Background: an optimization exercise with open tools, aiming at a short achievable clock period and few clock cycles. Do not read the settings as production practice. Only simulation tests tie the RTL to the original design; equivalence was not proved. Power and IR drop assume default switching activity.

--- flow/config.mk ---
export PLATFORM = sky130hd
export DESIGN_NAME = Top
export DESIGN_NICKNAME = Top
export VERILOG_FILES = /design/flow/design.v
export SDC_FILE = /design/flow/constraint.sdc
export NUM_CORES = 4
export LEC_CHECK = 0
export CAP_MARGIN = 20
export CORE_MARGIN = 2
export CORE_UTILIZATION = 65
export SETUP_SLACK_MARGIN = 5
export SLEW_MARGIN = 20
export SYNTH_HIERARCHICAL = 1
export SYNTH_MINIMUM_KEEP_SIZE = 0
export TNS_END_PERCENT = 100
--- flow/constraint.sdc ---
create_clock -name core_clock -period 8.5 [get_ports {clk}]
set_input_delay 1.7000 -clock core_clock [delete_from_list [all_inputs] [get_ports {clk}]]
set_output_delay 1.7000 -clock core_clock [all_outputs]
set_load 0.01 [all_outputs]
--- flow/design.v ---
module bit_and #(parameter int W = 32) (
    input  logic [W-1:0] a,
    input  logic [W-1:0] b,
    output logic [W-1:0] y
);
    assign y = a & b;
endmodule
module bit_xor #(parameter int W = 32) (
    input  logic [W-1:0] a,
    input  logic [W-1:0] b,
    output logic [W-1:0] y
);
    assign y = a ^ b;
endmodule
module ks_tree #(parameter int W = 32) (
    input  logic [W-1:0] g_in,
    input  logic [W-1:0] p_in,
    input  logic         cin,
    output logic [W-1:0] s,
    output logic         cout
);
    localparam int L = (W >= 32) ? 6 : (W >= 16) ? 5 : (W >= 8) ? 4 : 3;   
    logic [W:0] g [0:L];
    logic [W:0] p [0:L];
    assign g[0] = {g_in, cin};
    assign p[0] = {p_in, 1'b0};
    genvar lv, i;
    generate
        for (lv = 0; lv < L; lv = lv + 1) begin : g_lv
            for (i = 0; i <= W; i = i + 1) begin : g_bit
                if (i >= (1 << lv)) begin : g_op
                    assign g[lv+1][i] = g[lv][i] | (p[lv][i] & g[lv][i - (1 << lv)]);
                    assign p[lv+1][i] = p[lv][i] & p[lv][i - (1 << lv)];
                end else begin : g_pass
                    assign g[lv+1][i] = g[lv][i];
                    assign p[lv+1][i] = p[lv][i];
                end
            end
        end
    endgenerate
    assign s    = p_in ^ g[L][W-1:0];
    assign cout = g[L][W];
endmodule
module ks_add #(parameter int W = 32) (
    input  logic [W-1:0] a,
    input  logic [W-1:0] b,
    input  logic         cin,
    output logic [W-1:0] s,
    output logic         cout
);
    logic [W-1:0] g, p;
    bit_and #(.W(W)) u_g (.a(a), .b(b), .y(g));
    bit_xor #(.W(W)) u_p (.a(a), .b(b), .y(p));
    ks_tree #(.W(W)) u_t (.g_in(g), .p_in(p), .cin(cin), .s(s), .cout(cout));
endmodule
module ks_inc #(parameter int W = 14) (
    input  logic [W-1:0] x,
    output logic [W-1:0] inc,
    output logic [W-1:0] dec
);
    genvar i;
    generate
        for (i = 0; i < W; i = i + 1) begin : g_bit
            if (i == 0) begin : g_lsb
                assign inc[i] = ~x[i];
                assign dec[i] = ~x[i];
            end else begin : g_up
                assign inc[i] = x[i] ^ (&x[i-1:0]);
                assign dec[i] = x[i] ^ ~(|x[i-1:0]);
            end
        end
    endgenerate
endmodule
module eq32 (
    input  logic [31:0] a,
    input  logic [31:0] b,
    output logic        eq
);
    assign eq = a == b;
endmodule
module rf_read (
    input  logic [1023:0] regs,
    input  logic [4:0]    idx,
    output logic [31:0]   q
);
    assign q = regs[idx*32 +: 32];
endmodule
module br_target (
    input  logic [15:0] lo,        
    input  logic [13:0] hi,        
    input  logic [13:0] hi_inc,
    input  logic [13:0] hi_dec,
    input  logic [15:0] imm,
    input  logic        cin,       
    output logic [31:0] tgt
);
    logic [15:0] s;
    logic        c;
    logic [13:0] h;
    ks_add #(.W(16)) u_lo (.a(lo), .b(imm), .cin(cin), .s(s), .cout(c));
    always_comb begin
        case ({c, imm[15]})
            2'b10:   h = hi_inc;
            2'b01:   h = hi_dec;
            default: h = hi;
        endcase
    end
    assign tgt = {h, s, 2'b00};
endmodule
module pc_parts (
    input  logic [29:0] w,
    output logic [13:0] hi_inc,
    output logic [13:0] hi_dec
);
    ks_inc #(.W(14)) u_hi (.x(w[29:16]), .inc(hi_inc), .dec(hi_dec));
endmodule
module idec (
    input  logic [31:0] ins,
    output logic        wr,           
    output logic [4:0]  wreg,
    output logic        use_rs,
    output logic        use_rt,
    output logic        b_imm,        
    output logic [31:0] bimm,
    output logic        is_lw,
    output logic        is_sw,
    output logic        is_mem,
    output logic        is_ctl,       
    output logic        is_j,
    output logic        is_jr,
    output logic        is_br,
    output logic        pred,         
    output logic        rd_eq,        
    output logic        rd_ne,        
    output logic        rd_neg,       
    output logic        rd_pos,       
    output logic        s_add, s_sub, s_log, s_sll, s_srl, s_sra, s_lui, s_slt, s_sltu,
    output logic [1:0]  lop
);
    logic [5:0]  op, fn;
    logic [4:0]  rs, rt, rd;
    logic [15:0] imm;
    logic is_r, is_addiu, is_andi, is_ori, is_xori, is_slti, is_sltiu, is_lui;
    logic is_beq, is_bne, is_regimm, is_ialu, is_shift;
    assign op  = ins[31:26];
    assign fn  = ins[5:0];
    assign rs  = ins[25:21];
    assign rt  = ins[20:16];
    assign rd  = ins[15:11];
    assign imm = ins[15:0];
    assign is_r      = op == 6'b000000;
    assign is_jr     = is_r && fn == 6'b001000;
    assign is_addiu  = op == 6'b001001;
    assign is_andi   = op == 6'b001100;
    assign is_ori    = op == 6'b001101;
    assign is_xori   = op == 6'b001110;
    assign is_slti   = op == 6'b001010;
    assign is_sltiu  = op == 6'b001011;
    assign is_lui    = op == 6'b001111;
    assign is_lw     = op == 6'b100011;
    assign is_sw     = op == 6'b101011;
    assign is_beq    = op == 6'b000100;
    assign is_bne    = op == 6'b000101;
    assign is_regimm = op == 6'b000001;
    assign is_j      = op == 6'b000010;
    assign is_br     = is_beq || is_bne || is_regimm;
    assign is_ialu   = is_addiu || is_andi || is_ori || is_xori || is_slti || is_sltiu || is_lui;
    assign is_shift  = is_r && (fn == 6'b000000 || fn == 6'b000010 || fn == 6'b000011);
    assign is_mem    = is_lw || is_sw;
    assign is_ctl    = is_j || is_jr || is_br;
    assign wreg   = is_r ? rd : rt;
    assign wr     = ((is_r && !is_jr) || is_ialu || is_lw) && wreg != 5'd0;
    assign use_rs = !is_j && !is_shift && !is_lui;
    assign use_rt = is_r || is_beq || is_bne || is_sw;
    assign b_imm  = is_ialu || is_lw || is_sw;
    assign bimm   = is_lui ? {imm, 16'h0} : {{16{imm[15]}}, imm};
    logic pbr;
    assign pbr  = imm[15] || (is_beq && rs == rt) || (is_bne && rs != rt)
               || (is_regimm && rt == 5'd1 && rs == 5'd0);
    assign pred = is_j || (is_br && pbr);
    assign rd_eq  = (is_beq && !pbr) || (is_bne && pbr);
    assign rd_ne  = (is_beq && pbr) || (is_bne && !pbr);
    assign rd_neg = is_regimm && (rt == 5'd1 ? pbr : !pbr);
    assign rd_pos = is_regimm && (rt == 5'd1 ? !pbr : pbr);
    assign s_add  = (is_r && (fn == 6'b100000 || fn == 6'b100001)) || is_addiu || is_lw || is_sw;
    assign s_sub  = is_r && fn == 6'b100011;
    assign s_log  = (is_r && (fn == 6'b100100 || fn == 6'b100101 || fn == 6'b100110 || fn == 6'b100111))
                 || is_andi || is_ori || is_xori;
    assign lop    = is_r ? fn[1:0] : op[1:0];
    assign s_slt  = (is_r && fn == 6'b101010) || is_slti;
    assign s_sltu = (is_r && fn == 6'b101011) || is_sltiu;
    assign s_sll  = is_r && fn == 6'b000000;
    assign s_srl  = is_r && fn == 6'b000010;
    assign s_sra  = is_r && fn == 6'b000011;
    assign s_lui  = is_lui;
endmodule
module fwd_sel (
    input  logic [4:0] r,
    input  logic       use_r,
    input  logic       we0, we1,      
    input  logic [4:0] de0, de1,
    input  logic       le0, le1,      
    input  logic       wm0, wm1,      
    input  logic [4:0] dm0, dm1,
    output logic [6:0] sel
);
    logic e0, e1, m0, m1;
    assign e1 = we1 && de1 == r;
    assign e0 = we0 && de0 == r;
    assign m1 = wm1 && dm1 == r;
    assign m0 = wm0 && dm0 == r;
    always_comb begin
        sel = 7'b0;
        if (e1)      sel = le1 ? (use_r ? 7'b1000000 : 7'b0000001) : 7'b0000100;
        else if (e0) sel = le0 ? (use_r ? 7'b0100000 : 7'b0000001) : 7'b0000010;
        else if (m1) sel = 7'b0010000;
        else if (m0) sel = 7'b0001000;
        else         sel = 7'b0000001;
    end
endmodule
module alu (
    input  logic [31:0] a,
    input  logic [31:0] b,
    input  logic [4:0]  sh,
    input  logic        s_add, s_sub,
    input  logic        s_log,           
    input  logic [1:0]  lop,
    input  logic        s_sll, s_srl, s_sra, s_lui,
    input  logic        s_slt, s_sltu,
    output logic [31:0] y,
    output logic [31:0] sum
);
    logic [31:0] dif, sra_v, logv, other;
    logic        c_add, c_sub, lt_s, lt_u;
    ks_add #(.W(32)) u_add (.a(a), .b(b),  .cin(1'b0), .s(sum), .cout(c_add));
    ks_add #(.W(32)) u_sub (.a(a), .b(~b), .cin(1'b1), .s(dif), .cout(c_sub));
    assign lt_u  = !c_sub;
    assign lt_s  = (a[31] != b[31]) ? a[31] : lt_u;
    assign sra_v = $signed(b) >>> sh;
    always_comb begin
        case (lop)
            2'd0:    logv = a & b;
            2'd1:    logv = a | b;
            2'd2:    logv = a ^ b;
            default: logv = ~(a | b);
        endcase
    end
    assign other = ({32{s_log}} & logv)
                 | ({32{s_sll}} & (b << sh))
                 | ({32{s_srl}} & (b >> sh))
                 | ({32{s_sra}} & sra_v)
                 | ({32{s_lui}} & b);
    alu_out u_out (.sum(sum), .dif(dif),
                   .other({other[31:1], other[0] | (s_slt & lt_s) | (s_sltu & lt_u)}),
                   .s_add(s_add), .s_sub(s_sub), .y(y));
endmodule
module alu_out (
    input  logic [31:0] sum,
    input  logic [31:0] dif,
    input  logic [31:0] other,
    input  logic        s_add,
    input  logic        s_sub,
    output logic [31:0] y
);
    assign y = ({32{s_add}} & sum) | ({32{s_sub}} & dif) | other;
endmodule
module pc_sel (
    input  logic        rst,
    input  logic        redirect,
    input  logic [31:0] rtgt,
    input  logic [31:0] fd_next,
    output logic [31:0] pc_next
);
    assign pc_next = rst ? 32'h1000 : redirect ? rtgt : fd_next;
endmodule
module pc_sel4 (
    input  logic        rst,
    input  logic        redirect,
    input  logic [31:0] rtgt,
    input  logic [31:0] fd_next,
    output logic [31:0] pc_next
);
    assign pc_next = rst ? 32'h1000 + 32'd4 : redirect ? rtgt : fd_next;
endmodule
module Top (
    input	logic	rst,
    input	logic	clk,
    output	logic	halt,
    output	logic	err,
    output	logic	[31:0] imem_addr,
    input	logic	[31:0] imem_rdata,
    output	logic	[31:0] dmem_addr,
    output	logic	[31:0] dmem_wdata,
    output	logic	dmem_we,
    input	logic	[31:0] dmem_rdata
);
    localparam logic [31:0] EXIT = 32'h1000 + 32'h8080;
    logic [31:0] pc_f;           
    logic [31:0] pc4_r;          
    logic [31:0] da_r;           
    logic        f1_r;           
    logic [1:0]        v_e;
    logic [1:0][31:0]  a_e, b_e;
    logic [1:0][6:0]   as_e, bs_e;        
    logic [1:0][4:0]   sh_e;
    logic [1:0]        s_add_e, s_sub_e, s_log_e, s_sll_e, s_srl_e, s_sra_e, s_lui_e;
    logic [1:0]        s_slt_e, s_sltu_e;
    logic [1:0][1:0]   lop_e;
    logic [1:0]        wr_e, ld_e;
    logic [1:0][4:0]   wreg_e;
    logic [1:0]        rd_eq_e, rd_ne_e, rd_neg_e, rd_pos_e;
    logic              memop_e, mslot_e, st_e;
    logic [31:0]       sd_e;
    logic [6:0]        ss_e;
    logic              jr_e, jrs_e, j_e, cb_e, cbs_e, pred_e;
    logic [31:0]       tgt_e, tgt4_e, pcn_e, pcn4_e;
    logic              tx_e, px_e;   
    assign tx_e = tgt_e == EXIT;
    assign px_e = pcn_e == EXIT;
    logic [1:0]        wr_m, ld_m;
    logic [1:0][4:0]   wreg_m;
    logic [1:0][31:0]  alu_m;
    logic              st_m;
    logic [31:0]       sd_m;
    logic [1:0][31:0]  w_val;
    logic        halt_r, halt_p, err_r, magic_r;
    logic [31:0] rf [1:31];
    logic [1:0][31:0] res_m;
    assign res_m[0] = ld_m[0] ? dmem_rdata : alu_m[0];
    assign res_m[1] = ld_m[1] ? dmem_rdata : alu_m[1];
    genvar gi;
    generate
        for (gi = 1; gi < 32; gi = gi + 1) begin : g_rf
            always_ff @(posedge clk) begin
                if (rst) begin
                    if (gi == 29)      rf[gi] <= 32'h8000;
                    else if (gi == 31) rf[gi] <= EXIT;
                    else               rf[gi] <= 32'h0;
                end else if (wr_m[1] && wreg_m[1] == gi) begin
                    rf[gi] <= res_m[1];
                end else if (wr_m[0] && wreg_m[0] == gi) begin
                    rf[gi] <= res_m[0];
                end
            end
        end
    endgenerate
    logic [1023:0] rf_flat;
    always_comb begin
        rf_flat[31:0] = 32'h0;
        for (int k = 1; k < 32; k++) rf_flat[k*32 +: 32] = rf[k];
    end
    logic [1:0][31:0] ins;
    assign ins[0] = imem_rdata;
    assign ins[1] = dmem_rdata;
    logic [1:0]       d_wr, d_use_rs, d_use_rt, d_b_imm, d_lw, d_sw, d_mem, d_ctl;
    logic [1:0]       d_j, d_jr, d_br, d_pred, d_rd_eq, d_rd_ne, d_rd_neg, d_rd_pos;
    logic [1:0]       d_add, d_sub, d_log, d_sll, d_srl, d_sra, d_lui, d_slt, d_sltu;
    logic [1:0][1:0]  d_lop;
    logic [1:0][4:0]  d_wreg;
    logic [1:0][31:0] d_bimm, ra, rb;
    logic [1:0][6:0]  asel, bsel;
    genvar gs;
    generate
        for (gs = 0; gs < 2; gs = gs + 1) begin : g_dec
            idec u_dec (
                .ins(ins[gs]), .wr(d_wr[gs]), .wreg(d_wreg[gs]),
                .use_rs(d_use_rs[gs]), .use_rt(d_use_rt[gs]),
                .b_imm(d_b_imm[gs]), .bimm(d_bimm[gs]),
                .is_lw(d_lw[gs]), .is_sw(d_sw[gs]), .is_mem(d_mem[gs]), .is_ctl(d_ctl[gs]),
                .is_j(d_j[gs]), .is_jr(d_jr[gs]), .is_br(d_br[gs]), .pred(d_pred[gs]),
                .rd_eq(d_rd_eq[gs]), .rd_ne(d_rd_ne[gs]), .rd_neg(d_rd_neg[gs]), .rd_pos(d_rd_pos[gs]),
                .s_add(d_add[gs]), .s_sub(d_sub[gs]), .s_log(d_log[gs]), .s_sll(d_sll[gs]),
                .s_srl(d_srl[gs]), .s_sra(d_sra[gs]), .s_lui(d_lui[gs]), .s_slt(d_slt[gs]),
                .s_sltu(d_sltu[gs]), .lop(d_lop[gs]));
            rf_read u_ra (.regs(rf_flat), .idx(ins[gs][25:21]), .q(ra[gs]));
            rf_read u_rb (.regs(rf_flat), .idx(ins[gs][20:16]), .q(rb[gs]));
            fwd_sel u_fa (.r(ins[gs][25:21]), .use_r(d_use_rs[gs]),
                          .we0(v_e[0] && wr_e[0]), .we1(v_e[1] && wr_e[1]),
                          .de0(wreg_e[0]), .de1(wreg_e[1]), .le0(ld_e[0]), .le1(ld_e[1]),
                          .wm0(wr_m[0]), .wm1(wr_m[1]), .dm0(wreg_m[0]), .dm1(wreg_m[1]),
                          .sel(asel[gs]));
            fwd_sel u_fb (.r(ins[gs][20:16]), .use_r(d_use_rt[gs]),
                          .we0(v_e[0] && wr_e[0]), .we1(v_e[1] && wr_e[1]),
                          .de0(wreg_e[0]), .de1(wreg_e[1]), .le0(ld_e[0]), .le1(ld_e[1]),
                          .wm0(wr_m[0]), .wm1(wr_m[1]), .dm0(wreg_m[0]), .dm1(wreg_m[1]),
                          .sel(bsel[gs]));
        end
    endgenerate
    logic [29:0] pc4w, pc8w, pc12w, unused_w0, unused_w1;
    assign pc4w = pc4_r[31:2];
    ks_inc #(.W(30)) u_i8  (.x(pc4w), .inc(pc8w),  .dec(unused_w0));
    ks_inc #(.W(30)) u_i12 (.x(pc8w), .inc(pc12w), .dec(unused_w1));
    logic [31:0] pc4_f, pc8_f, pc12_f;
    assign pc4_f  = pc4_r;
    assign pc8_f  = {pc8w, 2'b00};
    assign pc12_f = {pc12w, 2'b00};
    logic [13:0] h4i, h4d, h8i, h8d;
    pc_parts u_p4  (.w(pc4w),  .hi_inc(h4i),  .hi_dec(h4d));
    pc_parts u_p8  (.w(pc8w),  .hi_inc(h8i),  .hi_dec(h8d));
    logic [31:0] bt0, bt0p4, bt1, bt1p4, jt0, jt0p4, jt1, jt1p4;
    logic [31:0] t0, t0p4, t1, t1p4;
    br_target u_bt0   (.lo(pc4w[15:0]), .hi(pc4w[29:16]), .hi_inc(h4i), .hi_dec(h4d),
                       .imm(ins[0][15:0]), .cin(1'b0), .tgt(bt0));
    br_target u_bt0p4 (.lo(pc4w[15:0]), .hi(pc4w[29:16]), .hi_inc(h4i), .hi_dec(h4d),
                       .imm(ins[0][15:0]), .cin(1'b1), .tgt(bt0p4));
    br_target u_bt1   (.lo(pc4w[15:0]), .hi(pc4w[29:16]), .hi_inc(h4i), .hi_dec(h4d),
                       .imm(ins[1][15:0]), .cin(1'b1), .tgt(bt1));
    br_target u_bt1p4 (.lo(pc8w[15:0]), .hi(pc8w[29:16]), .hi_inc(h8i), .hi_dec(h8d),
                       .imm(ins[1][15:0]), .cin(1'b1), .tgt(bt1p4));
    logic [29:0] jw0p4, jw1p4;
    logic [29:0] unused_w5, unused_w6;
    assign jt0 = {pc_f[31:28], ins[0][25:0], 2'b00};
    assign jt1 = {pc4_f[31:28], ins[1][25:0], 2'b00};
    ks_inc #(.W(30)) u_j0 (.x(jt0[31:2]), .inc(jw0p4), .dec(unused_w5));
    ks_inc #(.W(30)) u_j1 (.x(jt1[31:2]), .inc(jw1p4), .dec(unused_w6));
    assign jt0p4 = {jw0p4, 2'b00};
    assign jt1p4 = {jw1p4, 2'b00};
    assign t0    = d_j[0] ? jt0 : bt0;
    assign t0p4  = d_j[0] ? jt0p4 : bt0p4;
    assign t1    = d_j[1] ? jt1 : bt1;
    assign t1p4  = d_j[1] ? jt1p4 : bt1p4;
    logic dual, dep;
    assign dep  = d_wr[0] && ((d_use_rs[1] && d_wreg[0] == ins[1][25:21])
                           || (d_use_rt[1] && d_wreg[0] == ins[1][20:16])
                           || (d_wr[1] && d_wreg[0] == d_wreg[1]));
    assign dual = f1_r && !d_ctl[0] && !dep && !(d_mem[0] && d_mem[1]) && pc4_f != EXIT;
    logic take0, take1;
    assign take0 = d_ctl[0] && d_pred[0];
    assign take1 = dual && d_ctl[1] && d_pred[1];
    logic [1:0][31:0] a, b, alu_e, sum_e;
    logic [1:0]       eq;
    logic [31:0]      sdv;
    generate
        for (gs = 0; gs < 2; gs = gs + 1) begin : g_ex
            assign a[gs] = ({32{as_e[gs][0]}} & a_e[gs])
                         | ({32{as_e[gs][1]}} & alu_m[0]) | ({32{as_e[gs][2]}} & alu_m[1])
                         | ({32{as_e[gs][3]}} & w_val[0]) | ({32{as_e[gs][4]}} & w_val[1]);
            assign b[gs] = ({32{bs_e[gs][0]}} & b_e[gs])
                         | ({32{bs_e[gs][1]}} & alu_m[0]) | ({32{bs_e[gs][2]}} & alu_m[1])
                         | ({32{bs_e[gs][3]}} & w_val[0]) | ({32{bs_e[gs][4]}} & w_val[1]);
            alu u_alu (.a(a[gs]), .b(b[gs]), .sh(sh_e[gs]),
                       .s_add(s_add_e[gs]), .s_sub(s_sub_e[gs]), .s_log(s_log_e[gs]),
                       .lop(lop_e[gs]), .s_sll(s_sll_e[gs]), .s_srl(s_srl_e[gs]),
                       .s_sra(s_sra_e[gs]), .s_lui(s_lui_e[gs]),
                       .s_slt(s_slt_e[gs]), .s_sltu(s_sltu_e[gs]),
                       .y(alu_e[gs]), .sum(sum_e[gs]));
            eq32 u_eq (.a(a[gs]), .b(b[gs]), .eq(eq[gs]));
        end
    endgenerate
    assign sdv = ({32{ss_e[0]}} & sd_e)
               | ({32{ss_e[1]}} & alu_m[0]) | ({32{ss_e[2]}} & alu_m[1])
               | ({32{ss_e[3]}} & w_val[0]) | ({32{ss_e[4]}} & w_val[1])
               | ({32{ss_e[5] || ss_e[6]}} & dmem_rdata);
    logic stall_e, go_e;
    assign stall_e = (v_e[0] && (as_e[0][5] || as_e[0][6] || bs_e[0][5] || bs_e[0][6]))
                  || (v_e[1] && (as_e[1][5] || as_e[1][6] || bs_e[1][5] || bs_e[1][6]));
    assign go_e    = v_e[0] && !stall_e;
    logic redirect, taken;
    logic [31:0] a_j, rtgt, rtgt4, a_j4;
    logic [29:0] a_j4w, unused_w7;
    assign redirect = go_e && (jr_e
        || (eq[0] && rd_eq_e[0]) || (!eq[0] && rd_ne_e[0])
        || (a[0][31] && rd_neg_e[0]) || (!a[0][31] && rd_pos_e[0])
        || (eq[1] && rd_eq_e[1]) || (!eq[1] && rd_ne_e[1])
        || (a[1][31] && rd_neg_e[1]) || (!a[1][31] && rd_pos_e[1]));
    assign taken = j_e || (cb_e && (pred_e != (cbs_e
        ? ((eq[1] && rd_eq_e[1]) || (!eq[1] && rd_ne_e[1]) || (a[1][31] && rd_neg_e[1]) || (!a[1][31] && rd_pos_e[1]))
        : ((eq[0] && rd_eq_e[0]) || (!eq[0] && rd_ne_e[0]) || (a[0][31] && rd_neg_e[0]) || (!a[0][31] && rd_pos_e[0])))));
    assign a_j = jrs_e ? a[1] : a[0];
    ks_inc #(.W(30)) u_aj4 (.x(a_j[31:2]), .inc(a_j4w), .dec(unused_w7));
    assign a_j4  = {a_j4w, a_j[1:0]};
    assign rtgt  = jr_e ? a_j  : (pred_e ? pcn_e  : tgt_e);
    assign rtgt4 = jr_e ? a_j4 : (pred_e ? pcn4_e : tgt4_e);
    logic halt_c, nx_exit;
    always_comb begin
        if (jr_e)       nx_exit = a_j == EXIT;
        else if (taken) nx_exit = tx_e;
        else            nx_exit = px_e;
    end
    assign halt_c = go_e && nx_exit;
    logic [31:0] fd_next, fd_next4, pc_next, dnext;
    always_comb begin
        if (stall_e)    begin fd_next = pc_f;  fd_next4 = pc4_f;  end
        else if (take0) begin fd_next = t0;    fd_next4 = t0p4;   end
        else if (take1) begin fd_next = t1;    fd_next4 = t1p4;   end
        else if (dual)  begin fd_next = pc8_f; fd_next4 = pc12_f; end
        else            begin fd_next = pc4_f; fd_next4 = pc8_f;  end
    end
    pc_sel u_pcsel (.rst(rst), .redirect(redirect), .rtgt(rtgt), .fd_next(fd_next),
                    .pc_next(pc_next));
    pc_sel4 u_dsel (.rst(rst), .redirect(redirect), .rtgt(rtgt4), .fd_next(fd_next4),
                    .pc_next(dnext));
    logic mem_go;
    assign mem_go = go_e && memop_e;
    always_ff @(posedge clk) begin
        pc_f <= pc_next;
        pc4_r <= dnext;
        da_r <= mem_go ? (mslot_e ? sum_e[1] : sum_e[0]) : dnext;
        f1_r <= !mem_go;
    end
    logic [1:0] v_in;
    assign v_in[0] = 1'b1;
    assign v_in[1] = dual;
    always_ff @(posedge clk) begin
        if (rst || redirect)
            v_e <= 2'b00;
        else if (!stall_e)
            v_e <= v_in;
    end
    generate
        for (gs = 0; gs < 2; gs = gs + 1) begin : g_fde
            always_ff @(posedge clk) begin
                if (stall_e) begin
                    a_e[gs]  <= a[gs];
                    as_e[gs] <= {2'b00, as_e[gs][6], as_e[gs][5], 2'b00, !(as_e[gs][5] || as_e[gs][6])};
                    b_e[gs]  <= b[gs];
                    bs_e[gs] <= {2'b00, bs_e[gs][6], bs_e[gs][5], 2'b00, !(bs_e[gs][5] || bs_e[gs][6])};
                end else begin
                    a_e[gs]  <= ra[gs];
                    as_e[gs] <= asel[gs];
                    b_e[gs]  <= d_b_imm[gs] ? d_bimm[gs] : rb[gs];
                    bs_e[gs] <= d_b_imm[gs] ? 7'b0000001 : bsel[gs];
                    sh_e[gs]     <= ins[gs][10:6];
                    s_add_e[gs]  <= d_add[gs];
                    s_sub_e[gs]  <= d_sub[gs];
                    s_log_e[gs]  <= d_log[gs];
                    lop_e[gs]    <= d_lop[gs];
                    s_sll_e[gs]  <= d_sll[gs];
                    s_srl_e[gs]  <= d_srl[gs];
                    s_sra_e[gs]  <= d_sra[gs];
                    s_lui_e[gs]  <= d_lui[gs];
                    s_slt_e[gs]  <= d_slt[gs];
                    s_sltu_e[gs] <= d_sltu[gs];
                    wr_e[gs]     <= d_wr[gs];
                    ld_e[gs]     <= d_lw[gs];
                    wreg_e[gs]   <= d_wreg[gs];
                    rd_eq_e[gs]  <= v_in[gs] && d_rd_eq[gs];
                    rd_ne_e[gs]  <= v_in[gs] && d_rd_ne[gs];
                    rd_neg_e[gs] <= v_in[gs] && d_rd_neg[gs];
                    rd_pos_e[gs] <= v_in[gs] && d_rd_pos[gs];
                end
            end
        end
    endgenerate
    logic [31:0] g_pcn, g_pcn4, g_tgt, g_tgt4;
    logic        g_c1;
    assign g_c1   = !d_ctl[0];                  
    assign g_pcn  = d_ctl[0] ? pc4_f : dual ? pc8_f : pc4_f;
    assign g_pcn4 = d_ctl[0] ? pc8_f : dual ? pc12_f : pc8_f;
    assign g_tgt  = g_c1 ? t1 : t0;
    assign g_tgt4 = g_c1 ? t1p4 : t0p4;
    always_ff @(posedge clk) begin
        if (stall_e) begin
            sd_e <= sdv;
            ss_e <= 7'b0000001;
        end else begin
            memop_e <= d_mem[0] || (dual && d_mem[1]);
            mslot_e <= !d_mem[0];
            st_e    <= d_sw[0] || (dual && d_sw[1]);
            sd_e    <= d_sw[0] ? rb[0] : rb[1];
            ss_e    <= d_sw[0] ? bsel[0] : bsel[1];
            jr_e    <= d_jr[0] || (dual && d_jr[1]);
            jrs_e   <= !d_jr[0];
            j_e     <= d_j[0] || (dual && d_j[1]);
            cb_e    <= d_br[0] || (dual && d_br[1]);
            cbs_e   <= !d_br[0];
            pred_e  <= d_ctl[0] ? d_pred[0] : d_pred[1];
            tgt_e   <= g_tgt;
            tgt4_e  <= g_tgt4;
            pcn_e   <= g_pcn;
            pcn4_e  <= g_pcn4;
        end
    end
    always_ff @(posedge clk) begin
        wr_m[0] <= !rst && go_e && wr_e[0];
        wr_m[1] <= !rst && go_e && v_e[1] && wr_e[1];
        ld_m[0] <= go_e && ld_e[0];
        ld_m[1] <= go_e && v_e[1] && ld_e[1];
        st_m    <= !rst && go_e && st_e;
        wreg_m  <= wreg_e;
        alu_m   <= alu_e;
        sd_m    <= sdv;
        w_val   <= res_m;
    end
    logic magic_n, halt_n;
    always_comb begin
        if (wr_m[1] && wreg_m[1] == 5'd2)      magic_n = res_m[1] == 32'h12345;
        else if (wr_m[0] && wreg_m[0] == 5'd2) magic_n = res_m[0] == 32'h12345;
        else                                   magic_n = magic_r;
    end
    assign halt_n = (halt_c && !v_e[1]) || halt_p;
    always_ff @(posedge clk) begin
        if (rst) begin
            halt_r  <= 1'b0;
            halt_p  <= 1'b0;
            err_r   <= 1'b0;
            magic_r <= 1'b0;
        end else begin
            magic_r <= magic_n;
            if (!halt_r) begin
                halt_p <= halt_c && v_e[1];
                halt_r <= halt_n;
                err_r  <= halt_n && !magic_n;
            end
        end
    end
    assign halt       = halt_r;
    assign err        = err_r;
    assign imem_addr  = pc_f;
    assign dmem_addr  = da_r;
    assign dmem_wdata = sd_m;
    assign dmem_we    = st_m;
endmodule
--- flow/run.sh ---
#!/bin/bash
# synth_recipe.tcl (not shown) runs the flow's synth.tcl, then flattens the netlist and writes it again
# the make line also repeats each setting of config.mk as NAME=value (left out here)
make -C /OpenROAD-flow-scripts/flow DESIGN_CONFIG=/design/flow/config.mk WORK_HOME=/design/flow/orfs CLKGATE_MAP_FILE= SYNTH_SCRIPT=/design/flow/synth_recipe.tcl finish
==> impl_metrics.json, run 1 <==
{
  "die_height_um": 478,
  "starting_density_pct": 65.2,
  "flow.stopped_at": "5_1_grt",
  "result_of_the_run": "stopped before the end",
  "dp_hpwl_mm": 498,
  "err": "[ERROR GRT-0232] Routing congestion too high. Check the congestion heatmap in the GUI.",
  "grt_start_max_net_pins": 179,
  "placed_area_um2": 149000,
  "grt_worst_setup_endpoint": "halt_p$_SDFFE_PP0N_/D",
  "cts_buffers": 189,
  "dp.cells": 20600,
  "post-place-ws_ns": 1.48,
  "worst-endpoint-pin-kind": "sequential cell input",
  "synth.cell_area_um2": 146000,
  "netlist_instances": 18600,
  "htree_num_levels": 4,
  "num_io_pins": 165,
  "globalRoute.totalOverflow": 526,
  "postSynthAreaPerCell_um2": 7.85,
  "grt_util_all_layers_pct": 81.3,
  "place.gp.congestion": 1.14,
  "port-buffer-count": 164,
  "rows": 174,
  "ys.warnings.count": 17,
  "ctsLongestPathBuffers": 3,
  "clockRootBuffer": "clkbuf_16",
  "die_w_um": 478
}
==> what timing repair did <==
item,4_1_cts
gates resized for setup,1895
setup endpoints to repair,617
cloned,73
pin swaps,437
setup buffers,577
hold buffers,0
==> power groups by stage <==
stage	sequential (mW)	combinational, mW	clock (mW)
2_1_floorplan	8.52	4.83	0
3_3_place_gp	8.62	7.78	0
3_5_place_dp	8.62	7.81	0
4_1_cts	8.45	9.12	8.79
==> stage by stage <==
step | util [%] | hold slack (ns)
after floorplan | - | 0.434
after global placement | 66.6 | 0.463
after detailed placement | 66.6 | 0.472
after CTS | 75.8 | 0.459
==> layer usage <==
| metal | track usage [%] | GRT overflow |
|---|---|---|
| met5 | 46.6 | 10 |
| met4 | 76.1 | 203 |
| met3 | 69.7 | 56 |
| met2 | 92.5 | 206 |
| met1 | 84.3 | 51 |
==> worst max-delay path by stage <==
stage	from	endpoint	slack, ns	cells after the start
CTS	as_e[3]	halt_p	3.84	15
detailed placement	dmem_rdata[30]	pc_f[30]	1.48	16
global placement	dmem_rdata[30]	pc_f[31]	1.54	16
floorplan	imem_rdata[29]	da_r[12]	3.20	18
Testbench counts, summed over its fixed seeds: cycles 18,472.
==> run 2: changes to the inputs <==
--- a/flow/design.v
+++ b/flow/design.v
@@ -223,2 +223,4 @@
     input  logic [31:0] b,
+    input  logic [31:0] aa,              
+    input  logic [31:0] ba,
     input  logic [4:0]  sh,
@@ -233,7 +235,6 @@
     logic [31:0] dif, sra_v, logv, other;
-    logic        c_add, c_sub, lt_s, lt_u;
-    ks_add #(.W(32)) u_add (.a(a), .b(b),  .cin(1'b0), .s(sum), .cout(c_add));
-    ks_add #(.W(32)) u_sub (.a(a), .b(~b), .cin(1'b1), .s(dif), .cout(c_sub));
+    logic        c_add, c_sub, lt_u;
+    ks_add #(.W(32)) u_add (.a(aa), .b(ba),  .cin(1'b0), .s(sum), .cout(c_add));
+    ks_add #(.W(32)) u_sub (.a(aa), .b(~ba), .cin(1'b1), .s(dif), .cout(c_sub));
     assign lt_u  = !c_sub;
-    assign lt_s  = (a[31] != b[31]) ? a[31] : lt_u;
     assign sra_v = $signed(b) >>> sh;
@@ -252,5 +253,8 @@
                  | ({32{s_lui}} & b);
-    alu_out u_out (.sum(sum), .dif(dif),
-                   .other({other[31:1], other[0] | (s_slt & lt_s) | (s_sltu & lt_u)}),
-                   .s_add(s_add), .s_sub(s_sub), .y(y));
+    logic sdiff, lt_sel, neg_sel;
+    assign sdiff   = aa[31] != ba[31];
+    assign lt_sel  = (s_slt && !sdiff) || s_sltu;
+    assign neg_sel = s_slt && sdiff && aa[31];
+    alu_out u_out (.sum(sum), .dif(dif), .other({other[31:1], other[0] || neg_sel}),
+                   .s_add(s_add), .s_sub(s_sub), .lt_sel(lt_sel), .lt_u(lt_u), .y(y));
 endmodule
@@ -262,23 +266,37 @@
     input  logic        s_sub,
+    input  logic        lt_sel,
+    input  logic        lt_u,
     output logic [31:0] y
 );
-    assign y = ({32{s_add}} & sum) | ({32{s_sub}} & dif) | other;
+    assign y = ({32{s_add}} & sum) | ({32{s_sub}} & dif) | other | {31'b0, lt_sel && lt_u};
 endmodule
-module pc_sel (
-    input  logic        rst,
-    input  logic        redirect,
-    input  logic [31:0] rtgt,
-    input  logic [31:0] fd_next,
-    output logic [31:0] pc_next
+module opnd_nx (
+    input  logic        stall,
+    input  logic [6:0]  sel,
+    input  logic [1:0]  lq,
+    input  logic [31:0] rv,
+    input  logic [31:0] cur,
+    input  logic [31:0] m0,
+    input  logic [31:0] m1,
+    input  logic [31:0] x0,
+    input  logic [31:0] x1,
+    output logic [31:0] y
 );
-    assign pc_next = rst ? 32'h1000 : redirect ? rtgt : fd_next;
+    logic s_r, s_m0, s_m1, s_cur, s_x0, s_x1;
+    assign s_r   = !stall && !(sel[1] || sel[2] || sel[3] || sel[4]);
+    assign s_m0  = stall ? lq[0] : sel[3];
+    assign s_m1  = stall ? lq[1] : sel[4];
+    assign s_cur = stall && lq == 2'b00;
+    assign s_x0  = !stall && sel[1];
+    assign s_x1  = !stall && sel[2];
+    assign y = ({32{s_r}} & rv) | ({32{s_m0}} & m0) | ({32{s_m1}} & m1) | ({32{s_cur}} & cur)
+             | ({32{s_x0}} & x0) | ({32{s_x1}} & x1);
 endmodule
-module pc_sel4 (
-    input  logic        rst,
-    input  logic        redirect,
-    input  logic [31:0] rtgt,
-    input  logic [31:0] fd_next,
-    output logic [31:0] pc_next
+module nxt_sel (
+    input  logic [7:0]  s,
+    input  logic [31:0] v0, v1, v2, v3, v4, v5, v6, v7,
+    output logic [31:0] y
 );
-    assign pc_next = rst ? 32'h1000 + 32'd4 : redirect ? rtgt : fd_next;
+    assign y = ({32{s[0]}} & v0) | ({32{s[1]}} & v1) | ({32{s[2]}} & v2) | ({32{s[3]}} & v3)
+             | ({32{s[4]}} & v4) | ({32{s[5]}} & v5) | ({32{s[6]}} & v6) | ({32{s[7]}} & v7);
 endmodule
@@ -303,3 +321,3 @@
     logic [1:0][31:0]  a_e, b_e;
-    logic [1:0][6:0]   as_e, bs_e;        
+    logic [1:0][1:0]   al_e, bl_e;        
     logic [1:0][4:0]   sh_e;
@@ -313,5 +331,9 @@
     logic [31:0]       sd_e;
-    logic [6:0]        ss_e;
+    logic              sl_e;              
     logic              jr_e, jrs_e, j_e, cb_e, cbs_e, pred_e;
-    logic [31:0]       tgt_e, tgt4_e, pcn_e, pcn4_e;
+    logic [31:0]       tgt_e, pcn_e, pcn4_e;
+    logic [31:0]       p4_e, p8_e, p12_e;     
+    logic              two_e;                 
+    assign pcn_e  = two_e ? p8_e : p4_e;
+    assign pcn4_e = two_e ? p12_e : p8_e;
     logic              tx_e, px_e;   
@@ -324,3 +346,2 @@
     logic [31:0]       sd_m;
-    logic [1:0][31:0]  w_val;
     logic        halt_r, halt_p, err_r, magic_r;
@@ -388,6 +409,8 @@
     endgenerate
-    logic [29:0] pc4w, pc8w, pc12w, unused_w0, unused_w1;
+    logic [29:0] pc4w, pc8w, pc12w, unused_w0;
+    logic [28:0] unused_w1;
     assign pc4w = pc4_r[31:2];
     ks_inc #(.W(30)) u_i8  (.x(pc4w), .inc(pc8w),  .dec(unused_w0));
-    ks_inc #(.W(30)) u_i12 (.x(pc8w), .inc(pc12w), .dec(unused_w1));
+    ks_inc #(.W(29)) u_i12 (.x(pc4w[29:1]), .inc(pc12w[29:1]), .dec(unused_w1));
+    assign pc12w[0] = pc4w[0];
     logic [31:0] pc4_f, pc8_f, pc12_f;
@@ -396,6 +419,5 @@
     assign pc12_f = {pc12w, 2'b00};
-    logic [13:0] h4i, h4d, h8i, h8d;
+    logic [13:0] h4i, h4d;
     pc_parts u_p4  (.w(pc4w),  .hi_inc(h4i),  .hi_dec(h4d));
-    pc_parts u_p8  (.w(pc8w),  .hi_inc(h8i),  .hi_dec(h8d));
-    logic [31:0] bt0, bt0p4, bt1, bt1p4, jt0, jt0p4, jt1, jt1p4;
+    logic [31:0] bt0, bt0p4, bt1, jt0, jt0p4, jt1, jt1p4;
     logic [31:0] t0, t0p4, t1, t1p4;
@@ -407,4 +429,2 @@
                        .imm(ins[1][15:0]), .cin(1'b1), .tgt(bt1));
-    br_target u_bt1p4 (.lo(pc8w[15:0]), .hi(pc8w[29:16]), .hi_inc(h8i), .hi_dec(h8d),
-                       .imm(ins[1][15:0]), .cin(1'b1), .tgt(bt1p4));
     logic [29:0] jw0p4, jw1p4;
@@ -420,12 +440,17 @@
     assign t1    = d_j[1] ? jt1 : bt1;
-    assign t1p4  = d_j[1] ? jt1p4 : bt1p4;
+    assign t1p4  = jt1p4;         
     logic dual, dep;
-    assign dep  = d_wr[0] && ((d_use_rs[1] && d_wreg[0] == ins[1][25:21])
-                           || (d_use_rt[1] && d_wreg[0] == ins[1][20:16])
-                           || (d_wr[1] && d_wreg[0] == d_wreg[1]));
-    assign dual = f1_r && !d_ctl[0] && !dep && !(d_mem[0] && d_mem[1]) && pc4_f != EXIT;
-    logic take0, take1;
+    logic rd_rs, rd_rt, rt_rs, rt_rt, is_r0;
+    assign rd_rs = ins[0][15:11] == ins[1][25:21];
+    assign rd_rt = ins[0][15:11] == ins[1][20:16];
+    assign rt_rs = ins[0][20:16] == ins[1][25:21];
+    assign rt_rt = ins[0][20:16] == ins[1][20:16];
+    assign is_r0 = ins[0][31:26] == 6'b000000;
+    assign dep  = d_wr[0] && (is_r0 ? ((d_use_rs[1] && rd_rs) || (d_use_rt[1] && rd_rt))
+                                    : ((d_use_rs[1] && rt_rs) || (d_use_rt[1] && rt_rt)));
+    assign dual = f1_r && !d_ctl[0] && !dep && !(d_mem[0] && d_mem[1])
+               && !(d_br[1] && d_pred[1]) && pc4_f != EXIT;
+    logic take0;
     assign take0 = d_ctl[0] && d_pred[0];
-    assign take1 = dual && d_ctl[1] && d_pred[1];
-    logic [1:0][31:0] a, b, alu_e, sum_e;
+    logic [1:0][31:0] a, b, aa, ba, alu_e, sum_e;
     logic [1:0]       eq;
@@ -434,9 +459,7 @@
         for (gs = 0; gs < 2; gs = gs + 1) begin : g_ex
-            assign a[gs] = ({32{as_e[gs][0]}} & a_e[gs])
-                         | ({32{as_e[gs][1]}} & alu_m[0]) | ({32{as_e[gs][2]}} & alu_m[1])
-                         | ({32{as_e[gs][3]}} & w_val[0]) | ({32{as_e[gs][4]}} & w_val[1]);
-            assign b[gs] = ({32{bs_e[gs][0]}} & b_e[gs])
-                         | ({32{bs_e[gs][1]}} & alu_m[0]) | ({32{bs_e[gs][2]}} & alu_m[1])
-                         | ({32{bs_e[gs][3]}} & w_val[0]) | ({32{bs_e[gs][4]}} & w_val[1]);
-            alu u_alu (.a(a[gs]), .b(b[gs]), .sh(sh_e[gs]),
+            assign a[gs]  = a_e[gs];
+            assign b[gs]  = b_e[gs];
+            assign aa[gs] = a_e[gs];
+            assign ba[gs] = b_e[gs];
+            alu u_alu (.a(a[gs]), .b(b[gs]), .aa(aa[gs]), .ba(ba[gs]), .sh(sh_e[gs]),
                        .s_add(s_add_e[gs]), .s_sub(s_sub_e[gs]), .s_log(s_log_e[gs]),
@@ -449,9 +472,6 @@
     endgenerate
-    assign sdv = ({32{ss_e[0]}} & sd_e)
-               | ({32{ss_e[1]}} & alu_m[0]) | ({32{ss_e[2]}} & alu_m[1])
-               | ({32{ss_e[3]}} & w_val[0]) | ({32{ss_e[4]}} & w_val[1])
-               | ({32{ss_e[5] || ss_e[6]}} & dmem_rdata);
+    assign sdv = sl_e ? dmem_rdata : sd_e;
     logic stall_e, go_e;
-    assign stall_e = (v_e[0] && (as_e[0][5] || as_e[0][6] || bs_e[0][5] || bs_e[0][6]))
-                  || (v_e[1] && (as_e[1][5] || as_e[1][6] || bs_e[1][5] || bs_e[1][6]));
+    assign stall_e = (v_e[0] && (al_e[0] != 2'b00 || bl_e[0] != 2'b00))
+                  || (v_e[1] && (al_e[1] != 2'b00 || bl_e[1] != 2'b00));
     assign go_e    = v_e[0] && !stall_e;
@@ -472,3 +492,5 @@
     assign rtgt  = jr_e ? a_j  : (pred_e ? pcn_e  : tgt_e);
-    assign rtgt4 = jr_e ? a_j4 : (pred_e ? pcn4_e : tgt4_e);
+    logic [29:0] tgt4w, unused_w8;
+    ks_inc #(.W(30)) u_t4 (.x(tgt_e[31:2]), .inc(tgt4w), .dec(unused_w8));
+    assign rtgt4 = jr_e ? a_j4 : (pred_e ? pcn4_e : {tgt4w, 2'b00});
     logic halt_c, nx_exit;
@@ -480,14 +502,18 @@
     assign halt_c = go_e && nx_exit;
-    logic [31:0] fd_next, fd_next4, pc_next, dnext;
-    always_comb begin
-        if (stall_e)    begin fd_next = pc_f;  fd_next4 = pc4_f;  end
-        else if (take0) begin fd_next = t0;    fd_next4 = t0p4;   end
-        else if (take1) begin fd_next = t1;    fd_next4 = t1p4;   end
-        else if (dual)  begin fd_next = pc8_f; fd_next4 = pc12_f; end
-        else            begin fd_next = pc4_f; fd_next4 = pc8_f;  end
-    end
-    pc_sel u_pcsel (.rst(rst), .redirect(redirect), .rtgt(rtgt), .fd_next(fd_next),
-                    .pc_next(pc_next));
-    pc_sel4 u_dsel (.rst(rst), .redirect(redirect), .rtgt(rtgt4), .fd_next(fd_next4),
-                    .pc_next(dnext));
+    logic [31:0] pc_next, pc4_next, dnext;
+    logic [7:0] nsel;
+    assign nsel[0] = !rst && redirect;                                    
+    assign nsel[1] = !rst && !redirect && !stall_e && take0 && d_br[0];    
+    assign nsel[2] = !rst && !redirect && !stall_e && take0 && d_j[0];     
+    assign nsel[3] = !rst && !redirect && stall_e;                         
+    assign nsel[4] = !rst && !redirect && !stall_e && dual && d_j[1];      
+    assign nsel[5] = !rst && !redirect && !stall_e && dual && !d_j[1];     
+    assign nsel[6] = !rst && !redirect && !stall_e && !take0 && !dual;     
+    assign nsel[7] = rst;
+    nxt_sel u_npc  (.s(nsel), .v0(rtgt), .v1(bt0), .v2(jt0), .v3(pc_f), .v4(jt1),
+                    .v5(pc8_f), .v6(pc4_f), .v7(32'h1000), .y(pc_next));
+    nxt_sel u_npc4 (.s(nsel), .v0(rtgt4), .v1(bt0p4), .v2(jt0p4), .v3(pc4_f), .v4(jt1p4),
+                    .v5(pc12_f), .v6(pc8_f), .v7(32'h1000 + 32'd4), .y(pc4_next));
+    nxt_sel u_nda  (.s(nsel), .v0(rtgt4), .v1(bt0p4), .v2(jt0p4), .v3(pc4_f), .v4(jt1p4),
+                    .v5(pc12_f), .v6(pc8_f), .v7(32'h1000 + 32'd4), .y(dnext));
     logic mem_go;
@@ -496,3 +522,3 @@
         pc_f <= pc_next;
-        pc4_r <= dnext;
+        pc4_r <= pc4_next;
         da_r <= mem_go ? (mslot_e ? sum_e[1] : sum_e[0]) : dnext;
@@ -500,2 +526,26 @@
     end
+    logic [1:0][31:0] a_nx, b_nx;
+    logic [31:0]      sd_nx;
+    logic [31:0]      sd_rb;
+    logic [6:0]       sd_sel;
+    assign sd_rb  = d_sw[0] ? rb[0] : rb[1];
+    assign sd_sel = d_sw[0] ? bsel[0] : bsel[1];
+    generate
+        for (gs = 0; gs < 2; gs = gs + 1) begin : g_opnx
+            logic [31:0] ra_v, rb_v;
+            logic [6:0]  bs_v;
+            assign ra_v = ra[gs];
+            assign rb_v = d_b_imm[gs] ? d_bimm[gs] : rb[gs];
+            assign bs_v = d_b_imm[gs] ? 7'b0000001 : bsel[gs];
+            opnd_nx u_an (.stall(stall_e), .sel(asel[gs]), .lq(al_e[gs]), .rv(ra_v),
+                          .cur(a_e[gs]), .m0(res_m[0]), .m1(res_m[1]),
+                          .x0(alu_e[0]), .x1(alu_e[1]), .y(a_nx[gs]));
+            opnd_nx u_bn (.stall(stall_e), .sel(bs_v), .lq(bl_e[gs]), .rv(rb_v),
+                          .cur(b_e[gs]), .m0(res_m[0]), .m1(res_m[1]),
+                          .x0(alu_e[0]), .x1(alu_e[1]), .y(b_nx[gs]));
+        end
+    endgenerate
+    opnd_nx u_sn (.stall(stall_e), .sel(sd_sel), .lq(2'b00), .rv(sd_rb),
+                  .cur(sdv), .m0(res_m[0]), .m1(res_m[1]),
+                  .x0(alu_e[0]), .x1(alu_e[1]), .y(sd_nx));
     logic [1:0] v_in;
@@ -512,12 +562,10 @@
             always_ff @(posedge clk) begin
+                a_e[gs] <= a_nx[gs];
+                b_e[gs] <= b_nx[gs];
                 if (stall_e) begin
-                    a_e[gs]  <= a[gs];
-                    as_e[gs] <= {2'b00, as_e[gs][6], as_e[gs][5], 2'b00, !(as_e[gs][5] || as_e[gs][6])};
-                    b_e[gs]  <= b[gs];
-                    bs_e[gs] <= {2'b00, bs_e[gs][6], bs_e[gs][5], 2'b00, !(bs_e[gs][5] || bs_e[gs][6])};
+                    al_e[gs] <= 2'b00;
+                    bl_e[gs] <= 2'b00;
                 end else begin
-                    a_e[gs]  <= ra[gs];
-                    as_e[gs] <= asel[gs];
-                    b_e[gs]  <= d_b_imm[gs] ? d_bimm[gs] : rb[gs];
-                    bs_e[gs] <= d_b_imm[gs] ? 7'b0000001 : bsel[gs];
+                    al_e[gs] <= asel[gs][6:5];
+                    bl_e[gs] <= d_b_imm[gs] ? 2'b00 : bsel[gs][6:5];
                     sh_e[gs]     <= ins[gs][10:6];
@@ -544,13 +592,10 @@
     endgenerate
-    logic [31:0] g_pcn, g_pcn4, g_tgt, g_tgt4;
+    logic [31:0] g_tgt;
     logic        g_c1;
     assign g_c1   = !d_ctl[0];                  
-    assign g_pcn  = d_ctl[0] ? pc4_f : dual ? pc8_f : pc4_f;
-    assign g_pcn4 = d_ctl[0] ? pc8_f : dual ? pc12_f : pc8_f;
     assign g_tgt  = g_c1 ? t1 : t0;
-    assign g_tgt4 = g_c1 ? t1p4 : t0p4;
     always_ff @(posedge clk) begin
+        sd_e <= sd_nx;
         if (stall_e) begin
-            sd_e <= sdv;
-            ss_e <= 7'b0000001;
+            sl_e <= 1'b0;
         end else begin
@@ -559,4 +604,3 @@
             st_e    <= d_sw[0] || (dual && d_sw[1]);
-            sd_e    <= d_sw[0] ? rb[0] : rb[1];
-            ss_e    <= d_sw[0] ? bsel[0] : bsel[1];
+            sl_e    <= d_sw[0] ? (bsel[0][6:5] != 2'b00) : (bsel[1][6:5] != 2'b00);
             jr_e    <= d_jr[0] || (dual && d_jr[1]);
@@ -568,5 +612,6 @@
             tgt_e   <= g_tgt;
-            tgt4_e  <= g_tgt4;
-            pcn_e   <= g_pcn;
-            pcn4_e  <= g_pcn4;
+            p4_e    <= pc4_f;
+            p8_e    <= pc8_f;
+            p12_e   <= pc12_f;
+            two_e   <= dual;
         end
@@ -582,3 +627,2 @@
         sd_m    <= sdv;
-        w_val   <= res_m;
     end
--- a/flow/config.mk
+++ b/flow/config.mk
@@ -8,4 +8,6 @@
 export CAP_MARGIN = 20
+export CELL_PAD_IN_SITES_DETAIL_PLACEMENT = 1
+export CELL_PAD_IN_SITES_GLOBAL_PLACEMENT = 2
 export CORE_MARGIN = 2
-export CORE_UTILIZATION = 65
+export CORE_UTILIZATION = 50
 export SETUP_SLACK_MARGIN = 5
==> impl_metrics.json, run 2 <==
{
  "dp_hpwl_mm": 564,
  "grt_start_max_net_pins": 191,
  "err": "[ERROR GRT-0232] Routing congestion too high. Check the congestion heatmap in the GUI.",
  "cts_buffers": 198,
  "rows": 198,
  "die_w_um": 544,
  "ctsLongestPathBuffers": 4,
  "synth.cell_area_um2": 146000,
  "clockRootBuffer": "clkbuf_16",
  "grt_util_all_layers_pct": 74.0,
  "postSynthAreaPerCell_um2": 7.89,
  "htree_num_levels": 4,
  "netlist_instances": 18500,
  "port-buffer-count": 164,
  "num_io_pins": 165,
  "post-place-ws_ns": 1.86,
  "dp.cells": 21600,
  "place.gp.congestion": 1.07,
  "ys.warnings.count": 17,
  "result_of_the_run": "stopped before the end",
  "flow.stopped_at": "5_1_grt",
  "die_height_um": 544,
  "globalRoute.totalOverflow": 142,
  "starting_density_pct": 50.2,
  "cts_hold_buffers": 0
}
## run 2: how the worst max path moves through the flow
stage | start | cells past startpoint | slack (ns) | end
after global placement | imem_rdata[27] | 8 | 1.98 | sd_e[6]
after detailed placement | imem_rdata[27] | 8 | 1.86 | sd_e[20]
after floorplan | dmem_rdata[31] | 17 | 4.01 | da_r[24]
after CTS | dmem_rdata[24] | 20 | 4.52 | pc4_r[13]
## run 2: timing repair
item / CTS
endpoints found under the setup margin: 813
pin swaps: 359
gates cloned: 131
endpoints found under the hold margin: 0
resized for setup: 2026
setup buffers: 617
## run 2: metal layers
metal  overflow  global-route usage [%]
met5          0                    34.7
met4         61                    68.3
met3          3                    58.7
met2         76                    89.0
met1          2                    76.7
## run 2: metrics by stage
stage	utilization (%)	instance area (um2)	power, mW
floorplan	-	148000	13.4
global placement	51.9	151000	17.0
CTS	60.3	175000	27.6
detailed placement	51.9	151000	17.1
## run 2: power groups by stage
stage | sequential, mW | combinational (mW) | clock, mW
CTS | 8.29 | 10.4 | 8.98
detailed placement | 8.42 | 8.71 | 0
global placement | 8.41 | 8.61 | 0
floorplan | 8.40 | 5.03 | 0
Testbench counts of run 2, summed over its fixed seeds: cycles 18,452.
==> run 3: changes to the inputs <==
--- a/flow/design.v
+++ b/flow/design.v
@@ -232,2 +232,4 @@
     output logic [31:0] y,
+    output logic [31:0] yf0,             
+    output logic [31:0] yf1,
     output logic [31:0] sum
@@ -257,4 +259,8 @@
     assign neg_sel = s_slt && sdiff && aa[31];
-    alu_out u_out (.sum(sum), .dif(dif), .other({other[31:1], other[0] || neg_sel}),
-                   .s_add(s_add), .s_sub(s_sub), .lt_sel(lt_sel), .lt_u(lt_u), .y(y));
+    alu_out u_out  (.sum(sum), .dif(dif), .other({other[31:1], other[0] || neg_sel}),
+                    .s_add(s_add), .s_sub(s_sub), .lt_sel(lt_sel), .lt_u(lt_u), .y(y));
+    alu_out u_outf0 (.sum(sum), .dif(dif), .other({other[31:1], other[0] || neg_sel}),
+                    .s_add(s_add), .s_sub(s_sub), .lt_sel(lt_sel), .lt_u(lt_u), .y(yf0));
+    alu_out u_outf1 (.sum(sum), .dif(dif), .other({other[31:1], other[0] || neg_sel}),
+                    .s_add(s_add), .s_sub(s_sub), .lt_sel(lt_sel), .lt_u(lt_u), .y(yf1));
 endmodule
@@ -302,2 +308,24 @@
 endmodule
+module nsel_gen (
+    input  logic       rst,
+    input  logic       redirect,
+    input  logic       stall,
+    input  logic       take0,       
+    input  logic       br0,
+    input  logic       j0,
+    input  logic       dual,
+    input  logic       j1,
+    output logic [7:0] s
+);
+    logic go;
+    assign go   = !rst && !redirect && !stall;
+    assign s[0] = !rst && redirect;               
+    assign s[1] = go && take0 && br0;             
+    assign s[2] = go && take0 && j0;              
+    assign s[3] = !rst && !redirect && stall;     
+    assign s[4] = go && dual && j1;               
+    assign s[5] = go && dual && !j1;              
+    assign s[6] = go && !take0 && !dual;          
+    assign s[7] = rst;
+endmodule
 module Top (
@@ -454,3 +482,3 @@
     assign take0 = d_ctl[0] && d_pred[0];
-    logic [1:0][31:0] a, b, aa, ba, alu_e, sum_e;
+    logic [1:0][31:0] a, b, aa, ba, alu_e, sum_e, xf0, xf1;    
     logic [1:0]       eq;
@@ -468,3 +496,3 @@
                        .s_slt(s_slt_e[gs]), .s_sltu(s_sltu_e[gs]),
-                       .y(alu_e[gs]), .sum(sum_e[gs]));
+                       .y(alu_e[gs]), .yf0(xf0[gs]), .yf1(xf1[gs]), .sum(sum_e[gs]));
             eq32 u_eq (.a(a[gs]), .b(b[gs]), .eq(eq[gs]));
@@ -503,16 +531,14 @@
     logic [31:0] pc_next, pc4_next, dnext;
-    logic [7:0] nsel;
-    assign nsel[0] = !rst && redirect;                                    
-    assign nsel[1] = !rst && !redirect && !stall_e && take0 && d_br[0];    
-    assign nsel[2] = !rst && !redirect && !stall_e && take0 && d_j[0];     
-    assign nsel[3] = !rst && !redirect && stall_e;                         
-    assign nsel[4] = !rst && !redirect && !stall_e && dual && d_j[1];      
-    assign nsel[5] = !rst && !redirect && !stall_e && dual && !d_j[1];     
-    assign nsel[6] = !rst && !redirect && !stall_e && !take0 && !dual;     
-    assign nsel[7] = rst;
-    nxt_sel u_npc  (.s(nsel), .v0(rtgt), .v1(bt0), .v2(jt0), .v3(pc_f), .v4(jt1),
+    logic [2:0][7:0] nsel;
+    generate
+        for (gs = 0; gs < 3; gs = gs + 1) begin : g_nsel
+            nsel_gen u_ns (.rst(rst), .redirect(redirect), .stall(stall_e), .take0(take0),
+                           .br0(d_br[0]), .j0(d_j[0]), .dual(dual), .j1(d_j[1]), .s(nsel[gs]));
+        end
+    endgenerate
+    nxt_sel u_npc  (.s(nsel[0]), .v0(rtgt), .v1(bt0), .v2(jt0), .v3(pc_f), .v4(jt1),
                     .v5(pc8_f), .v6(pc4_f), .v7(32'h1000), .y(pc_next));
-    nxt_sel u_npc4 (.s(nsel), .v0(rtgt4), .v1(bt0p4), .v2(jt0p4), .v3(pc4_f), .v4(jt1p4),
+    nxt_sel u_npc4 (.s(nsel[1]), .v0(rtgt4), .v1(bt0p4), .v2(jt0p4), .v3(pc4_f), .v4(jt1p4),
                     .v5(pc12_f), .v6(pc8_f), .v7(32'h1000 + 32'd4), .y(pc4_next));
-    nxt_sel u_nda  (.s(nsel), .v0(rtgt4), .v1(bt0p4), .v2(jt0p4), .v3(pc4_f), .v4(jt1p4),
+    nxt_sel u_nda  (.s(nsel[2]), .v0(rtgt4), .v1(bt0p4), .v2(jt0p4), .v3(pc4_f), .v4(jt1p4),
                     .v5(pc12_f), .v6(pc8_f), .v7(32'h1000 + 32'd4), .y(dnext));
@@ -541,6 +567,6 @@
                           .cur(a_e[gs]), .m0(res_m[0]), .m1(res_m[1]),
-                          .x0(alu_e[0]), .x1(alu_e[1]), .y(a_nx[gs]));
+                          .x0(gs == 0 ? xf0[0] : xf1[0]), .x1(gs == 0 ? xf0[1] : xf1[1]), .y(a_nx[gs]));
             opnd_nx u_bn (.stall(stall_e), .sel(bs_v), .lq(bl_e[gs]), .rv(rb_v),
                           .cur(b_e[gs]), .m0(res_m[0]), .m1(res_m[1]),
-                          .x0(alu_e[0]), .x1(alu_e[1]), .y(b_nx[gs]));
+                          .x0(gs == 0 ? xf0[0] : xf1[0]), .x1(gs == 0 ? xf0[1] : xf1[1]), .y(b_nx[gs]));
         end
@@ -549,3 +575,3 @@
                   .cur(sdv), .m0(res_m[0]), .m1(res_m[1]),
-                  .x0(alu_e[0]), .x1(alu_e[1]), .y(sd_nx));
+                  .x0(xf0[0]), .x1(xf0[1]), .y(sd_nx));
     logic [1:0] v_in;
--- a/flow/config.mk
+++ b/flow/config.mk
@@ -11,3 +11,3 @@
 export CORE_MARGIN = 2
-export CORE_UTILIZATION = 50
+export CORE_UTILIZATION = 38
 export SETUP_SLACK_MARGIN = 5
==> impl_metrics.json, run 3 <==
{
  "result_of_the_run": "failed layout checks",
  "failed_layout_checks": "max-capacitance violations",
  "rsz0062_at_grt": "yes",
  "layout_common_cells": "mux2i_1, nand2_1, a21oi_1",
  "area_growth_syn_to_layout_pct": 25.6,
  "firstDrtPassIters": 10,
  "num-nets-final": 19400,
  "numClockSinks": 1562,
  "fin_crit_sh_pct": 50.2,
  "clockRootBuffer": "clkbuf_16",
  "hold_class": "flop to flop",
  "place.gp.congestion": 1.04,
  "detailedRoute.firstIterationViolations": 24900,
  "period_needed_ns": 4.26,
  "cts_tree": "done",
  "worst_skew_pair.late_latency_ns": 1.02,
  "grt_antenna_before_repair": 129,
  "dp_hpwl_mm": 659,
  "htree_num_levels": 4,
  "power.switching_fraction_pct": 43.4,
  "core_area_um2": 388000,
  "synth.cell_area_um2": 148000,
  "vias_in_the_first_global_route": 163000,
  "power.leakage_nw": 71.5,
  "grt_util_met1_pct": 61.3,
  "largest_register_ffs": 992,
  "netlist_instances": 18700,
  "sequentialPowerShare_pct": 26.8,
  "grt_start_max_net_pins": 182,
  "cts.clk_slew.worst_paths_ns": 0.06,
  "use_met2_pct": 72.0,
  "worst_r2r_startpoint": "b_e[42]",
  "route.detailed.wl_per_inst_um": 42.9,
  "worst-slew-pin-transition_ns": 1.46,
  "max_freq_mhz": 235,
  "starting_density_pct": 38.1,
  "grt_most_used_layer": "met2",
  "arrival_ns": 5.17,
  "timing.max_cap.violations": 1,
  "globalRoute.totalOverflow": 0,
  "setup_tns_ns": 0,
  "critPathMaxFanout": 8,
  "critical_path_data_required_time_ns": 9.41,
  "power.share.clock_pct": 31.3,
  "intPower_mw": 17.7,
  "post_route_cells_drive_above_1_share_pct": 21.7,
  "drcViolationCount": 0,
  "holdPathEnd": "pc_f[27]",
  "setup-violations-final": 0,
  "flop2flop_setup_slack_ns": 4.24,
  "logic_depth_of_the_worst_register_to_register_path": 19,
  "cts_hold_buffers": 0,
  "port-buffer-count": 164,
  "final_util_pct": 47.8,
  "share_comb_of_total_power_pct": 41.9,
  "rows": 229,
  "num_io_pins": 165,
  "startpoint_type": "flop",
  "final.setup_skew_ns": 0.0710,
  "max_flop_register": "rf",
  "grt_pass1_wl_mm": 1400,
  "worst_ir_drop_vdd_mv": 0.186,
  "postSynthAreaPerCell_um2": 7.92,
  "report.final.slew_viol_count": 0,
  "timing.slew.headroom_pct": 0.893,
  "die_height_um": 628,
  "cts_buffers": 214,
  "die_area_um2": 394000,
  "grt_util_all_layers_pct": 50.6,
  "min_path_cells": 2,
  "groute.layer.met3.usage_pct": 17.0,
  "timing.setup.critical_path_class": "flop to flop",
  "power.net_switching_mw": 13.6,
  "ctsLongestPathBuffers": 4,
  "setup.worst_path.end_class": "flop",
  "layout_commonest_cell": "mux2i_1",
  "drt-vias-per-instance": 7.11,
  "die_w_um": 628,
  "hp-start": "pc_f[27]",
  "ys.warnings.count": 17,
  "report.final.hold_viol_count": 0,
  "detail_route.wirelength_mm": 1050,
  "num_vias": 175000,
  "r2r_end": "da_r[31]",
  "cellPowerDensity_nw_per_um2": 169,
  "detail-route-antenna-nets": 0
}
[run 3: per-layer routing]
metal / share of wire [%] / up-vias / routed length [um]
met5: 0.076 / - / 806
met2: 40 / 12100 / 423000
met4: 10 / 80 / 108000
met3: 12 / 3935 / 127000
li1: - / 70500 / -
met1: 37 / 88200 / 395000
[run 3: metrics by stage]
stage / setup slack, ns / instances / power [mW] / cell area [um2] / hold WS (ns)
after floorplan: 4.06 / 19000 / 13.6 / 149000 / 0.451
after global placement: 1.56 / 23100 / 18.2 / 155000 / 0.474
after detailed placement: 1.64 / 23100 / 18.3 / 155000 / 0.484
after CTS: 4.50 / 24300 / 29.9 / 181000 / 0.493
after global routing: 4.28 / 24500 / 31.6 / 186000 / 0.507
final: 4.24 / 24600 / 31.3 / 186000 / 0.490
[run 3: cell type report]
type,instances,area [um2]
Inverter,385,1500
Multi-Input combinational cell,15100,115000
Sequential cell,1562,33400
Antenna cell,70,175
Clock inverter,96,1020
Tap cell,5197,6500
Clock buffer,296,6150
Fill cell,44800,203000
Timing Repair Buffer,1856,21800
[run 3: what timing repair did]
item | CTS | global route
pin swaps | 457 | 361
setup endpoints to repair | 704 | 481
resized for setup | 2326 | 541
endpoints found under the hold margin | 0 | 0
gates cloned | 108 | 21
buffers inserted | 642 | 228
[run 3: worst max-delay path by stage]
stage                    from  endpoint  slack (ns)
3_3_place_gp   imem_rdata[19]   b_e[11]        1.56
3_5_place_dp   dmem_rdata[30]  da_r[26]        1.64
2_1_floorplan         bl_e[2]  da_r[16]        4.06
4_1_cts               a_e[32]  sd_e[31]        4.50
5_1_grt               b_e[58]  da_r[31]        4.28
6_report              b_e[42]  da_r[31]        4.24
[run 3: worst max-delay path, stage by stage (launching register included)]
cell     delay (ns)
dfxtp_4        0.43
buf_12         0.17
buf_8          0.12
xor2_2         0.17
nor4_2         0.29
nand4_1        0.20
nor2_4         0.52
mux2i_2        0.32
nand2_1        0.10
nor2_1         0.14
a31oi_1        0.10
buf_4          0.18
nor3_4         0.21
nor3b_4        0.33
buf_6          0.18
buf_12         0.17
a22oi_1        0.13
nand4_1        0.15
nand2_1        0.12
o21ai_2        0.14
[run 3: power by group through the flow]
stage / clock network, mW / logic, mW / registers, mW
global route: 10.1 / 13.1 / 8.39
global placement: 0 / 9.77 / 8.47
finish: 9.82 / 13.1 / 8.40
floorplan: 0 / 5.21 / 8.41
CTS: 9.81 / 11.7 / 8.33
detailed placement: 0 / 9.81 / 8.47
Testbench counts of run 3, summed over its fixed seeds: cycles 18,452.

-- afterwards: timing with drivers on the ports --
No port has a modelled driver above. Below, the same layout with a new extraction and two added sets of constraints. Step 1, drivers: a clkbuf_16 drives clk and a buf_2 each remaining input, both assumed. Step 2 also shifts input and output timing later by t, the mid clock arrival at the registers, as if the neighbouring blocks saw the same clock. Three values: ideal, step 1, step 2; two values: the first two.
run: run 3
t (ns): 1.120
setup WS [ns]: 4.236 / 4.236 / 3.195
hold WS [ns]: 0.490 / 0.490 / 0.490
worst register clock-pin slew, ns: 0.07 / 0.07
pins driven straight from the clock port: 1
The setup slack of run 3 moves by 0.000 ns with the drivers and by -1.041 ns with both steps.
